Context: an optimization exercise on an open-source flow, tuned for small area and a short achievable clock period. The choices shown serve that exercise and are no tape-out recipe. RTL that was checked went through simulation tests only; none was proved equivalent to the original. The clock port is modelled as an ideal driver, which makes a skipped or thinned clock tree look cheaper than it is; a real chip needs a root buffer or a tree. Power figures rest on the tool's default switching activity, not on a simulated workload.

Design bcnn_pipeline, start of the top module:
module bcnn_pipeline (
    input  wire       clk,
    input  wire       reset,
    input  wire       pixel_in,
    input  wire       valid_in,
    input  wire [8:0] weight_bits1,
    input  wire [8:0] weight_bits2,
    input  wire [3:0] threshold1,
    input  wire [3:0] threshold2,
    output reg        pixel_out,
    output reg        valid_out
);
Size in the first run: roughly 32 I/O pins.
Settings: LEC_CHECK=0, CAP_MARGIN=20, CORE_MARGIN=2, CORE_UTILIZATION=60, SETUP_SLACK_MARGIN=2.2, SLEW_MARGIN=20; clock period 4.0 ns.
standard.sh (not shown) runs the stock make flow with config.mk's settings and CLKGATE_MAP_FILE= SYNTH_SCRIPT=/design/flow/synth_recipe.tcl, a recipe that flattens the netlist after the stock synthesis.
==> flow/flow/run.sh <==
#!/bin/bash
# Standard ORFS layout (the standard.sh) with two changes:
#  - ports are buffered with a small buffer cell (resizing may grow it);
#  - the clock tree is built by flow/manual_cts.tcl: the clock port drives one
#    root clkbuf, which drives a few clkbufs, each feeding a balanced group of
#    flip-flops (all sinks at the same depth).
set -euo pipefail
W=$PWD
export BUFFER_PORTS_ARGS="-buffer_cell sky130_fd_sc_hd__buf_1"
export PRE_CTS_TCL=$W/flow/manual_cts.tcl
export MCTS_CLOCK_PORT=clk
export MCTS_ROOT=sky130_fd_sc_hd__clkbuf_8
export MCTS_BUF=sky130_fd_sc_hd__clkbuf_16
export MCTS_GROUPS=6
bash standard.sh > $W/standard_flow.log 2>&1
Other scripts of this flow, unchanged in this note and not shown: flow/flow/manual_cts.tcl
The baseline completed with no timing, DRC or antenna violations.
Then changed:
--- a/flow/config.mk
+++ b/flow/config.mk
@@ -8,5 +8,5 @@
 export CAP_MARGIN = 20
 export CORE_MARGIN = 2
-export CORE_UTILIZATION = 60
-export SETUP_SLACK_MARGIN = 2.2
+export CORE_UTILIZATION = 40
+export SETUP_SLACK_MARGIN = 1.7
 export SLEW_MARGIN = 20
Effect: The changed run ran to the end with no violations; final cell count goes up by 10%; setup slack got worse by 0.32 ns; utilization goes down by 27 points; sequential power barely changes; register-to-register slack got worse by 0.24 ns; critical path depth does not change; cell area goes down by 5.4%.
Then changed:
--- a/flow/config.mk
+++ b/flow/config.mk
@@ -9,4 +9,4 @@
 export CORE_MARGIN = 2
 export CORE_UTILIZATION = 40
-export SETUP_SLACK_MARGIN = 1.7
+export SETUP_SLACK_MARGIN = 2.2
 export SLEW_MARGIN = 20
Result: The new run passed the timing, design-rule and antenna checks. Wire length went up by 5.7%. Global-route usage grows by 0.41 points. Power goes up by 1.9%. Worst setup slack improves by 0.31 ns. Sequential power stays flat. Sequential share of layout area drops by 3.6 points. Clock power climbs by about 3%. Die area is unchanged. Area after synthesis is unchanged. Worst hold slack got worse by 0.0048 ns.
Then changed:
--- a/flow/config.mk
+++ b/flow/config.mk
@@ -9,4 +9,4 @@
 export CORE_MARGIN = 2
 export CORE_UTILIZATION = 40
-export SETUP_SLACK_MARGIN = 2.2
+export SETUP_SLACK_MARGIN = 2.0
 export SLEW_MARGIN = 20
The changed run produced a clean layout.
Core utilization goes down by 2.1 points.
Maximum frequency shrinks by 7.9%.
Worst setup slack gets worse by 0.16 ns.
Total power is lower by 1.3%.
Via count falls by 0.64%.
Global-route usage falls by 0.87 points.
Routed wire length went down by 5.0%.
Function was not checked in any run of this note: the RTL went through the layout flow alone. No run of this note takes its clock network from TritonCTS; it comes from the design's own scripts or RTL.

---

Setup of v39:
Another version of the RTL of bcnn_pipeline (not shown whole).
For scale: roughly 330 cells after synthesis, roughly 32 I/O pins, ~4900 sq um of cells after synthesis.
clock: 4.0 ns
lec_check: 0
cap_margin: 20
core_margin: 2
core_utilization: 40
place_density: 0.8
setup_slack_margin: 2.2
slew_margin: 20
==> flow/flow/run.sh <==
#!/bin/bash
# Standard ORFS layout (the standard.sh) with two changes:
#  - ports are buffered with a small buffer cell (resizing may grow it);
#  - the clock tree is built by flow/manual_cts.tcl: the clock port drives one
#    root clkbuf, which drives a few clkbufs, each feeding a balanced group of
#    flip-flops (all sinks at the same depth).
set -euo pipefail
W=$PWD
export BUFFER_PORTS_ARGS="-buffer_cell sky130_fd_sc_hd__buf_1"
export PRE_CTS_TCL=$W/flow/manual_cts.tcl
export MCTS_CLOCK_PORT=clk
export MCTS_ROOT=sky130_fd_sc_hd__clkbuf_4
export MCTS_BUF=sky130_fd_sc_hd__clkbuf_16
export MCTS_GROUPS=5
bash standard.sh > $W/standard_flow.log 2>&1
==> flow/flow/manual_cts.tcl <==
# Replaces clock_tree_synthesis for this small design: the clock port drives a
# few clkbuf cells directly, each feeding a balanced group of the flip-flops
# (groups from a median split of the sink locations).
proc mcts_split {items axis parts} {
  # items: list of {iterm x y}; returns list of groups
  if {$parts <= 1} { return [list $items] }
  set idx [expr {$axis == "x" ? 1 : 2}]
  set sorted [lsort -real -index $idx $items]
  set n [llength $sorted]
  set h [expr {$parts / 2}]
  set cut [expr {int(round(double($n) * $h / $parts))}]
  set a [lrange $sorted 0 [expr {$cut - 1}]]
  set b [lrange $sorted $cut end]
  set next [expr {$axis == "x" ? "y" : "x"}]
  return [concat [mcts_split $a $next $h] [mcts_split $b $next [expr {$parts - $h}]]]
}

proc clock_tree_synthesis {args} {
  set db [ord::get_db]
  set block [ord::get_db_block]
  set port [$block findBTerm $::env(MCTS_CLOCK_PORT)]
  set clk_net [$port getNet]
  set master [$db findMaster $::env(MCTS_BUF)]
  set parts $::env(MCTS_GROUPS)
  # optional root buffer between the port and the leaf buffers
  set drv_net $clk_net
  if {[info exists ::env(MCTS_ROOT)] && $::env(MCTS_ROOT) ne ""} {
    set rmaster [$db findMaster $::env(MCTS_ROOT)]
    set rinst [odb::dbInst_create $block $rmaster "clkbuf_root"]
    set core [$block getCoreArea]
    $rinst setLocation [expr {([$core xMin] + [$core xMax]) / 2}] [expr {([$core yMin] + [$core yMax]) / 2}]
    $rinst setPlacementStatus PLACED
    set drv_net [odb::dbNet_create $block "clknet_root"]
    $drv_net setSigType CLOCK
  }
  set items {}
  foreach it [$clk_net getITerms] {
    set inst [$it getInst]
    set box [$inst getBBox]
    lappend items [list $it [expr {([$box xMin] + [$box xMax]) / 2.0}] [expr {([$box yMin] + [$box yMax]) / 2.0}]]
  }
  puts "manual CTS: [llength $items] sinks in $parts groups of $::env(MCTS_BUF)"
  set k 0
  foreach group [mcts_split $items x $parts] {
    set sx 0.0; set sy 0.0
    foreach g $group { set sx [expr {$sx + [lindex $g 1]}]; set sy [expr {$sy + [lindex $g 2]}] }
    set cx [expr {int($sx / [llength $group])}]
    set cy [expr {int($sy / [llength $group])}]
    set inst [odb::dbInst_create $block $master "clkbuf_leaf_$k"]
    $inst setLocation $cx $cy
    $inst setPlacementStatus PLACED
    set net [odb::dbNet_create $block "clknet_leaf_$k"]
    $net setSigType CLOCK
    [$inst findITerm A] connect $drv_net
    [$inst findITerm X] connect $net
    foreach g $group {
      set it [lindex $g 0]
      $it disconnect
      $it connect $net
    }
    puts "  group $k: [llength $group] sinks, buffer at $cx $cy"
    incr k
  }
  if {$drv_net ne $clk_net} {
    [$rinst findITerm A] connect $clk_net
    [$rinst findITerm X] connect $drv_net
    # root buffer at the centroid of the leaf buffers
    set sx 0; set sy 0
    for {set i 0} {$i < $k} {incr i} {
      set b [[$block findInst "clkbuf_leaf_$i"] getLocation]
      set sx [expr {$sx + [lindex $b 0]}]; set sy [expr {$sy + [lindex $b 1]}]
    }
    $rinst setLocation [expr {$sx / $k}] [expr {$sy / $k}]
  }
  $clk_net setSigType CLOCK
  set_propagated_clock [all_clocks]
}
Relative to v39, the following input files were edited for v50:
Settings: PLACE_DENSITY: 0.8 -> unset.
diff --git a/flow/flow/run.sh b/flow/flow/run.sh
--- a/flow/flow/run.sh
+++ b/flow/flow/run.sh
@@ -13,3 +13,4 @@
 export MCTS_BUF=sky130_fd_sc_hd__clkbuf_16
 export MCTS_GROUPS=5
+export REMOVE_ABC_BUFFERS=1
 bash standard.sh > $W/standard_flow.log 2>&1
Overall fraction of global-route tracks in use | v50 below v39
There was hardly any difference in smallest hold slack between v50 and v39.
Measured against each other, v39 and v50 differ in final cell count, the higher figure coming from v39.
Transition time at the pin with the least slew margin, v39 and v50, lower one = v39.
For v8, these inputs were changed with respect to v50:
Settings: a change of SLEW_MARGIN from 20 to 0; a change of CAP_MARGIN from 20 to 0.
Notes after the runs:
Via count of the first global-routing pass: v8 vs v50 identical. Number of max-capacitance violations reported came out exactly the same in v50 and v8. Diff v50..v8 | number of flip-flops and latches | unchanged. Final instance area came out exactly the same in v50 and v8. Taking v50 as the reference, in v8 wire length now sits at about the same level; sequential share of layout area shows no meaningful change; register-to-register slack ~0 delta; post-route minimum period has remained practically unchanged.
Inputs modified between v8 and v48:
Settings: SLEW_MARGIN now 20, was 0; SETUP_SLACK_MARGIN now 2.4, was 2.2; CAP_MARGIN now 20, was 0.
diff --git a/flow/flow/run.sh b/flow/flow/run.sh
--- a/flow/flow/run.sh
+++ b/flow/flow/run.sh
@@ -10,7 +10,6 @@
 export PRE_CTS_TCL=$W/flow/manual_cts.tcl
 export MCTS_CLOCK_PORT=clk
-export MCTS_ROOT=sky130_fd_sc_hd__clkbuf_4
+export MCTS_ROOT=sky130_fd_sc_hd__clkbuf_8
 export MCTS_BUF=sky130_fd_sc_hd__clkbuf_16
-export MCTS_GROUPS=5
-export REMOVE_ABC_BUFFERS=1
+export MCTS_GROUPS=6
 bash standard.sh > $W/standard_flow.log 2>&1
## What came out
- Post-placement worst setup slack, v8 and v48: lower on v48
- In the tables for v8 and v48, post-route fraction of the period consumed by the critical path reads lower with v48.
- Diff v8 -> v48: combinational power share has increased, clock power share has increased, setup slack on the worst flop-to-flop path has increased.
- Depth of the critical timing path with buffers and inverters included of v8 is on par with v48.
No run of this note takes its clock network from TritonCTS; it comes from the design's own scripts or RTL.

---

Setup of try-delta:
The RTL this note starts from:
==> flow/design.v <==
`timescale 1ns / 1ps
module bcnn_pipeline (
    input  wire       clk,
    input  wire       reset,
    input  wire       pixel_in,
    input  wire       valid_in,
    input  wire [8:0] weight_bits1,
    input  wire [8:0] weight_bits2,
    input  wire [3:0] threshold1,
    input  wire [3:0] threshold2,
    output reg        pixel_out,
    output reg        valid_out
);
    reg [4:0] col, row;
    always @(posedge clk) begin
        if (reset) begin
            col <= 5'd0;
            row <= 5'd0;
        end else if (valid_in) begin
            if (col == 5'd27) begin
                col <= 5'd0;
                row <= (row == 5'd27) ? 5'd0 : row + 5'd1;
            end else begin
                col <= col + 5'd1;
            end
        end
    end
    function [1:0] colsum;
        input a, b, c, wa, wb, wc;
        colsum = {1'b0, ~(a ^ wa)} + {1'b0, ~(b ^ wb)} + {1'b0, ~(c ^ wc)};
    endfunction
    function [2:0] clamp_e;
        input [3:0] th;
        input [1:0] s;
        reg   [3:0] v;
        begin
            v = th - {2'b0, s};
            clamp_e = (th < {2'b0, s}) ? 3'd0 : (v > 4'd7) ? 3'd7 : v[2:0];
        end
    endfunction
    function [2:0] clamp_d;
        input [2:0] e;
        input [1:0] s;
        reg   [2:0] v;
        begin
            v = e - {1'b0, s};
            clamp_d = (e < {1'b0, s}) ? 3'd0 : (v > 3'd4) ? 3'd4 : v;
        end
    endfunction
    reg  [51:0] lb1;                  
    wire        x1 = pixel_in;        
    wire        m1 = lb1[25];         
    wire        t1 = lb1[51];         
    wire [1:0] cs10 = colsum(t1, m1, x1, weight_bits1[8], weight_bits1[5], weight_bits1[2]);
    wire [1:0] cs11 = colsum(t1, m1, x1, weight_bits1[7], weight_bits1[4], weight_bits1[1]);
    wire [1:0] cs12 = colsum(t1, m1, x1, weight_bits1[6], weight_bits1[3], weight_bits1[0]);
    reg  [2:0] e1, d1;
    reg        a1_r;                  
    wire       a1 = ({1'b0, cs12} >= d1);
    always @(posedge clk) begin
        if (valid_in) begin
            if (col <= 5'd25)
                lb1 <= {lb1[50:0], x1};
            e1   <= clamp_e(threshold1, cs10);
            d1   <= clamp_d(e1, cs11);
            a1_r <= a1;
        end
    end
    reg        left1;                 
    reg [11:0] pl1;                   
    reg        p1_r;                  
    wire       pair1    = left1 | a1_r;
    wire       pair1_ev = ~col[0] && col >= 5'd4 && col <= 5'd26;
    wire       p1_ev    = pair1_ev && row[0] && row >= 5'd3 && row <= 5'd25;
    always @(posedge clk) begin
        if (valid_in) begin
            if (col[0])
                left1 <= a1_r;
            if (pair1_ev)
                pl1 <= {pl1[10:0], pair1};
            if (p1_ev)
                p1_r <= pair1 | pl1[11];
        end
    end
    wire       l2_ev = row[0] && row >= 5'd3 && row <= 5'd25 && col[0] && col >= 5'd5;
    reg [23:0] lb2;                   
    wire       x2 = p1_r;
    wire       m2 = lb2[11];
    wire       t2 = lb2[23];
    wire [1:0] cs20 = colsum(t2, m2, x2, weight_bits2[8], weight_bits2[5], weight_bits2[2]);
    wire [1:0] cs21 = colsum(t2, m2, x2, weight_bits2[7], weight_bits2[4], weight_bits2[1]);
    wire [1:0] cs22 = colsum(t2, m2, x2, weight_bits2[6], weight_bits2[3], weight_bits2[0]);
    reg  [2:0] e2, d2;
    wire       a2 = ({1'b0, cs22} >= d2);
    reg        left2;
    reg  [4:0] pl2;
    wire       pair2    = left2 | a2;
    wire       left2_ev = l2_ev && col[1:0] == 2'b01;
    wire       pair2_ev = l2_ev && col[1:0] == 2'b11 && col >= 5'd11;
    wire       out_ev   = pair2_ev && row[1:0] == 2'b01 && row >= 5'd9;
    always @(posedge clk) begin
        if (l2_ev && valid_in) begin
            lb2 <= {lb2[22:0], x2};
            e2  <= clamp_e(threshold2, cs20);
            d2  <= clamp_d(e2, cs21);
        end
        if (left2_ev && valid_in)
            left2 <= a2;
        if (pair2_ev && valid_in)
            pl2 <= {pl2[3:0], pair2};
        pixel_out <= pair2 | pl2[4];
    end
    always @(posedge clk) begin
        if (reset)
            valid_out <= 1'b0;
        else
            valid_out <= valid_in && out_ev;
    end
endmodule
make LEC_CHECK=0 CAP_MARGIN=20 CORE_MARGIN=2 CORE_UTILIZATION=40 SETUP_SLACK_MARGIN=2.3 SLEW_MARGIN=20 finish   # period 4.0 ns
run.sh (not shown) runs the stock make flow with config.mk's settings and CLKGATE_MAP_FILE= SYNTH_SCRIPT=/design/flow/synth_recipe.tcl, a recipe that flattens the netlist after the stock synthesis.
Stock flow here: none of the scripts above is used.
Here is what was changed in the inputs of try-maple compared with try-delta.
# try-delta
export LEC_CHECK = 0
export CAP_MARGIN = 20
export CORE_MARGIN = 2
export CORE_UTILIZATION = 40
export SETUP_SLACK_MARGIN = 2.3
export SLEW_MARGIN = 20
create_clock -name core_clock -period 4.0 [get_ports {clk}]
# try-maple
export LEC_CHECK = 0
export CAP_MARGIN = 20
export CORE_MARGIN = 2
export CORE_UTILIZATION = 40
export SLEW_MARGIN = 20
create_clock -name core_clock -period 4.0 [get_ports {clk}]
[summary]
- Delta (try-maple minus try-delta): detailed placer's ending HPWL went down 89 um, delay of the slowest cell on the worst path saw a decrease, routing usage on met2 lower.
- Against try-delta, try-maple comes in 30 lower on count of plain and timing-repair buffers in the layout.
- Compared with try-delta, in try-maple maximum frequency fell about 14%; total detailed-routing wirelength decreased 11%.
- Summary of try-maple over try-delta: setup slack decreased by 0.41 ns relative to the old numbers, net switching power decreased by 0.64% relative to the old numbers, data arrival time at the worst-slack endpoint increased by 0.41 ns relative to the old numbers, starting density of the core closely matched the old numbers.
No functional check of the RTL was part of any run of this note.

---

Setup of lagoon:
Another version of the RTL of bcnn_pipeline (not shown whole).
For scale: ~330 cells after synthesis, roughly 32 I/O pins, ~4900 um^2 of cells after synthesis.
==> flow/config.mk <==
export PLATFORM = sky130hd
export DESIGN_NAME = bcnn_pipeline
export DESIGN_NICKNAME = bcnn_pipeline
export VERILOG_FILES = /design/flow/design.v
export SDC_FILE = /design/flow/constraint.sdc
export NUM_CORES = 4
export LEC_CHECK = 0
export CAP_MARGIN = 20
export CORE_MARGIN = 2
export CORE_UTILIZATION = 60
export SETUP_SLACK_MARGIN = 2.2
export SLEW_MARGIN = 20
==> flow/constraint.sdc <==
create_clock -name core_clock -period 4.0 [get_ports {clk}]
set_input_delay 0.8000 -clock core_clock [delete_from_list [all_inputs] [get_ports {clk}]]
set_output_delay 0.8000 -clock core_clock [all_outputs]
set_load 0.01 [all_outputs]
standard.sh (not shown) runs the stock make flow with config.mk's settings and CLKGATE_MAP_FILE= SYNTH_SCRIPT=/design/flow/synth_recipe.tcl, a recipe that flattens the netlist after the stock synthesis.
==> flow/flow/run.sh <==
#!/bin/bash
# Standard ORFS layout (the standard.sh) with three changes:
#  - ports are buffered with a small buffer cell (resizing may grow it);
#  - the clock tree is built by flow/manual_cts.tcl: the clock port drives one
#    root clkbuf, which drives a few clkbufs, each feeding a balanced group of
#    flip-flops (all sinks at the same depth);
#  - the floorplan step removes the buffers ABC inserted instead of running
#    timing repair on the unplaced netlist (REMOVE_ABC_BUFFERS=1).
# The whole output of the layout goes to standard_flow.log.
set -euo pipefail
W=$PWD
export BUFFER_PORTS_ARGS="-buffer_cell sky130_fd_sc_hd__buf_1"
export PRE_CTS_TCL=$W/flow/manual_cts.tcl
export MCTS_CLOCK_PORT=clk
export MCTS_ROOT=sky130_fd_sc_hd__clkbuf_4
export MCTS_BUF=sky130_fd_sc_hd__clkbuf_16
export MCTS_GROUPS=5
export REMOVE_ABC_BUFFERS=1
bash standard.sh > $W/standard_flow.log 2>&1
Scripts as last shown in full above: flow/flow/manual_cts.tcl
lagoon ended with every stage complete and zero timing, DRC or antenna violations.
The inputs of ember differ from those of lagoon as listed below.
# lagoon
export LEC_CHECK = 0
export CAP_MARGIN = 20
export CORE_MARGIN = 2
export CORE_UTILIZATION = 60
export SETUP_SLACK_MARGIN = 2.2
export SLEW_MARGIN = 20
create_clock -name core_clock -period 4.0 [get_ports {clk}]
# ember
export LEC_CHECK = 0
export CAP_MARGIN = 20
export CORE_MARGIN = 2
export CORE_UTILIZATION = 40
export SETUP_SLACK_MARGIN = 2.2
export SLEW_MARGIN = 20
create_clock -name core_clock -period 4.0 [get_ports {clk}]
==> flow/flow/run.sh <==
#!/bin/bash
# Standard ORFS layout (the standard.sh) with two changes:
#  - ports are buffered with a small buffer cell (resizing may grow it);
#  - the clock tree is built by flow/manual_cts.tcl: the clock port drives one
#    root clkbuf, which drives a few clkbufs, each feeding a balanced group of
#    flip-flops (all sinks at the same depth).
set -euo pipefail
W=$PWD
export BUFFER_PORTS_ARGS="-buffer_cell sky130_fd_sc_hd__buf_1"
export PRE_CTS_TCL=$W/flow/manual_cts.tcl
export MCTS_CLOCK_PORT=clk
export MCTS_ROOT=sky130_fd_sc_hd__clkbuf_4
export MCTS_BUF=sky130_fd_sc_hd__clkbuf_16
export MCTS_GROUPS=5
export REMOVE_ABC_BUFFERS=1
bash standard.sh > $W/standard_flow.log 2>&1
==> notes.md <==
- Looking at fraction of layout instances using a drive strength above 1, ember sits 0.47 points lower than lagoon does.
- Looking at flip-flop and latch share of the layout cell area, ember sits 0.60 points lower than lagoon does.
- [diff] first-pass GRT wire length, ember relative to lagoon: regression
- The area growth from synthesis to layout reported for ember is greater than that of lagoon by 1.0 points.
- Compared with lagoon, ember shows a die outline height that is about 22% higher.
- Clock power share: ember vs lagoon — no meaningful difference
- The higher met2 track utilization from global routing came out of lagoon.
- Looking only at routed wire length, and setting everything else aside, the lower value of lagoon and ember goes to lagoon.
- Looking at ratio of total power to cell area, ember sits about 1% lower than lagoon does.
- ember ended up with a lower met1 global-route usage than lagoon did.
Input-level comparison between juniper and ember:
# ember
export LEC_CHECK = 0
export CAP_MARGIN = 20
export CORE_MARGIN = 2
export CORE_UTILIZATION = 40
export SETUP_SLACK_MARGIN = 2.2
export SLEW_MARGIN = 20
create_clock -name core_clock -period 4.0 [get_ports {clk}]
# juniper
export LEC_CHECK = 0
export CAP_MARGIN = 20
export CORE_MARGIN = 2
export CORE_UTILIZATION = 70
export SETUP_SLACK_MARGIN = 2.2
export SLEW_MARGIN = 20
create_clock -name core_clock -period 4.0 [get_ports {clk}]
==> flow/flow/run.sh <==
#!/bin/bash
# Standard ORFS layout (the standard.sh) with three changes:
#  - ports are buffered with a small buffer cell (resizing may grow it);
#  - the clock tree is built by flow/manual_cts.tcl: the clock port drives one
#    root clkbuf, which drives a few clkbufs, each feeding a balanced group of
#    flip-flops (all sinks at the same depth);
#  - the floorplan step removes the buffers ABC inserted instead of running
#    timing repair on the unplaced netlist (REMOVE_ABC_BUFFERS=1).
# The whole output of the layout goes to standard_flow.log.
set -euo pipefail
W=$PWD
export BUFFER_PORTS_ARGS="-buffer_cell sky130_fd_sc_hd__buf_1"
export PRE_CTS_TCL=$W/flow/manual_cts.tcl
export MCTS_CLOCK_PORT=clk
export MCTS_ROOT=sky130_fd_sc_hd__clkbuf_4
export MCTS_BUF=sky130_fd_sc_hd__clkbuf_16
export MCTS_GROUPS=5
export REMOVE_ABC_BUFFERS=1
bash standard.sh > $W/standard_flow.log 2>&1
==> notes.md <==
- juniper went all the way through the flow, and no timing, DRC or antenna check failed.
- Re routing usage on met1: juniper and ember aren't equal, and the higher value belongs to juniper.
- Looking only at area of the die, and setting everything else aside, the lower value of juniper and ember goes to juniper.
- Compared to ember, juniper shows a wider setup margin.
- juniper reports its standard cell with the maximum stage delay on the critical path as maj3_2 while ember reports edfxtp_1.
- Looking only at number of cells on the critical path, and setting everything else aside, the lower value of juniper and ember goes to ember.
- Via density per instance in juniper is 0.71 above ember.
- juniper vs. ember: via count went up by about 4.4%.
- When the final numbers for juniper and ember were put side by side, the final core utilization turned out to be greater in juniper.
- Measured against each other, juniper and ember differ in post-detailed-routing wire length, the lower figure coming from ember.
- Diff ember -> juniper | layout overhead on the synthesized area | increase of 0.72 points
- From ember to juniper the numbers moved as follows: design area climbed about 0.6%, final period demand of the worst path dropped 29 ps.
Input changes introduced in yarrow (baseline for comparison: juniper):
# juniper
export LEC_CHECK = 0
export CAP_MARGIN = 20
export CORE_MARGIN = 2
export CORE_UTILIZATION = 70
export SETUP_SLACK_MARGIN = 2.2
export SLEW_MARGIN = 20
create_clock -name core_clock -period 4.0 [get_ports {clk}]
# yarrow
export LEC_CHECK = 0
export CAP_MARGIN = 20
export CORE_MARGIN = 2
export CORE_UTILIZATION = 60
export SETUP_SLACK_MARGIN = 2.3
export SLEW_MARGIN = 20
create_clock -name core_clock -period 4.0 [get_ports {clk}]
--- outcome ---
- yarrow has final clock period utilization by the worst path below what juniper had.
- Of the two values seen for critical path's slowest cell, maj3_2 was produced by juniper and edfxtp_1 by yarrow.
- X dimension of the die (higher): yarrow
- When yarrow is measured against juniper, its overall die area turns out about 16% higher.
- Diff juniper -> yarrow: layout cell share with drive strength beyond 1 now sits higher, number of buffer and inverter stages on the critical path went down 1, setup slack saw an increase.
### yarrow -> violet
# yarrow
export LEC_CHECK = 0
export CAP_MARGIN = 20
export CORE_MARGIN = 2
export CORE_UTILIZATION = 60
export SETUP_SLACK_MARGIN = 2.3
export SLEW_MARGIN = 20
create_clock -name core_clock -period 4.0 [get_ports {clk}]
# violet
export LEC_CHECK = 0
export CAP_MARGIN = 20
export CORE_MARGIN = 2
export CORE_UTILIZATION = 55
export SETUP_SLACK_MARGIN = 2.2
export SLEW_MARGIN = 20
create_clock -name core_clock -period 4.0 [get_ports {clk}]
-- flow/flow/manual_cts.tcl --
<<< yarrow, line 1
# Replaces clock_tree_synthesis for this small design: the clock port drives a
# few clkbuf cells directly, each feeding a balanced group of the flip-flops
# (groups from a median split of the sink locations).
proc mcts_split {items axis parts} {
  # items: list of {iterm x y}; returns list of groups
>>> violet, line 1
# Sourced by ORFS's cts.tcl (PRE_CTS_TCL); replaces clock_tree_synthesis for
# this small design. The clock port drives one root clkbuf (MCTS_ROOT), which
# drives MCTS_GROUPS clkbufs (MCTS_BUF), each feeding a balanced group of the
# flip-flops (groups from a median split of the sink locations), so every
# flip-flop is two buffers from the clock port. The rest of cts.tcl (detailed
# placement, timing repair) runs as usual.
proc mcts_split {items axis parts} {
  # items: list of {iterm x y}; returns list of groups
==> comparison <==
violet: combinational power is about 7% lower than what yarrow reported. Going from yarrow to violet, routed wire length shrinks by 0.62%. Compared with yarrow, violet shows a area growth from synthesis to layout that is 2.6 points lower. The lower pre-CTS worst setup slack came out of yarrow. Between violet and yarrow, it is violet whose clock network fraction of design power is higher, by 0.2 points. Delta (violet minus yarrow): setup slack fell 32 ps, final weighted congestion of routability-driven global placement rose 0.043. Die size: violet exceeds yarrow.
Edits applied to the flow inputs when going from violet to onyx:
# violet
export LEC_CHECK = 0
export CAP_MARGIN = 20
export CORE_MARGIN = 2
export CORE_UTILIZATION = 55
export SETUP_SLACK_MARGIN = 2.2
export SLEW_MARGIN = 20
create_clock -name core_clock -period 4.0 [get_ports {clk}]
# onyx
export LEC_CHECK = 0
export CAP_MARGIN = 20
export CORE_MARGIN = 2
export CORE_UTILIZATION = 40
export SETUP_SLACK_MARGIN = 2.2
export SLEW_MARGIN = 20
create_clock -name core_clock -period 4.0 [get_ports {clk}]
-- flow/flow/manual_cts.tcl --
<<< violet, line 1
# Sourced by ORFS's cts.tcl (PRE_CTS_TCL); replaces clock_tree_synthesis for
# this small design. The clock port drives one root clkbuf (MCTS_ROOT), which
# drives MCTS_GROUPS clkbufs (MCTS_BUF), each feeding a balanced group of the
# flip-flops (groups from a median split of the sink locations), so every
# flip-flop is two buffers from the clock port. The rest of cts.tcl (detailed
# placement, timing repair) runs as usual.
proc mcts_split {items axis parts} {
  # items: list of {iterm x y}; returns list of groups
>>> onyx, line 1
# Replaces clock_tree_synthesis for this small design: the clock port drives a
# few clkbuf cells directly, each feeding a balanced group of the flip-flops
# (groups from a median split of the sink locations).
proc mcts_split {items axis parts} {
  # items: list of {iterm x y}; returns list of groups
Findings:
Die area: onyx and violet compared, lower one is violet. Delta (onyx minus violet): initial cell density of the core lower; smallest setup slack after layout lower; share of total power in combinational logic lower. The minimum clock period in onyx sits 16 ps above the value recorded for violet. onyx reports a higher y dimension of the die than violet does. Going from violet to onyx, final weighted congestion of routability-driven global placement lost about 1.3%; cell count picked up an extra 36; met3 global-route usage level; smallest hold slack held steady.
No run of this note takes its clock network from TritonCTS; it comes from the design's own scripts or RTL.

-- re-timing with driven ports --
How much do the figures lean on ideal ports? The routed layouts below were timed once more, with nothing changed but the port constraints.
Step 1 assumes that a clkbuf_16 drives the clock port and a buf_2 every other input.
Step 2 adds t to the input delays and takes it off the output delays; t is the mean of the earliest and latest rising clock arrival at the registers after step 1. Input paths then give back, and output paths get back, about the clock's delay inside the block.
Slacks: ideal / step 1 / step 2; pairs: ideal / step 1.
run | t (ns) | setup slack, ns | worst setup path at the end | latest minus earliest clock arrival (ns) | cell pins on the clock port's net
the first run of note 1 | 0.397 | 2.201 / 2.203 / 1.806 | input to register | 0.008 / 0.008 | 1
the second run of note 1 | 0.402 | 1.882 / 1.892 / 1.490 | input to register | 0.007 / 0.007 | 1
the third run of note 1 | 0.416 | 2.188 / 2.188 / 1.830 | input to register | 0.008 / 0.009 | 1
the fourth run of note 1 | 0.398 | 2.032 / 2.032 / 1.666 | input to register | 0.008 / 0.008 | 1
v39 | 0.471 | 2.146 / 2.150 / 1.679 | input to register | 0.007 / 0.006 | 1
v50 | 0.476 | 2.157 / 2.160 / 1.688 | input to register | 0.014 / 0.013 | 1
v8 | 0.476 | 2.157 / 2.160 / 1.688 | input to register | 0.014 / 0.013 | 1
v48 | 0.402 | 2.210 / 2.208 / 1.805 | input to register | 0.010 / 0.011 | 1
try-delta | 0.440 | 1.596 / 1.606 / 1.168 | input to register | 0.008 / 0.008 | 1
try-maple | 0.444 | 1.190 / 1.204 / 0.760 | input to register | 0.013 / 0.014 | 1
lagoon | 0.472 | 2.201 / 2.201 / 1.754 | input to register | 0.013 / 0.012 | 1
ember | 0.476 | 2.144 / 2.144 / 1.708 | input to register | 0.010 / 0.011 | 1
juniper | 0.458 | 2.173 / 2.173 / 1.716 | input to register | 0.007 / 0.007 | 1
yarrow | 0.473 | 2.192 / 2.192 / 1.753 | input to register | 0.012 / 0.012 | 1
violet | 0.481 | 2.160 / 2.160 / 1.723 | input to register | 0.010 / 0.009 | 1
onyx | 0.476 | 2.144 / 2.144 / 1.708 | input to register | 0.010 / 0.011 | 1
After both steps setup and hold are still met in every run listed.
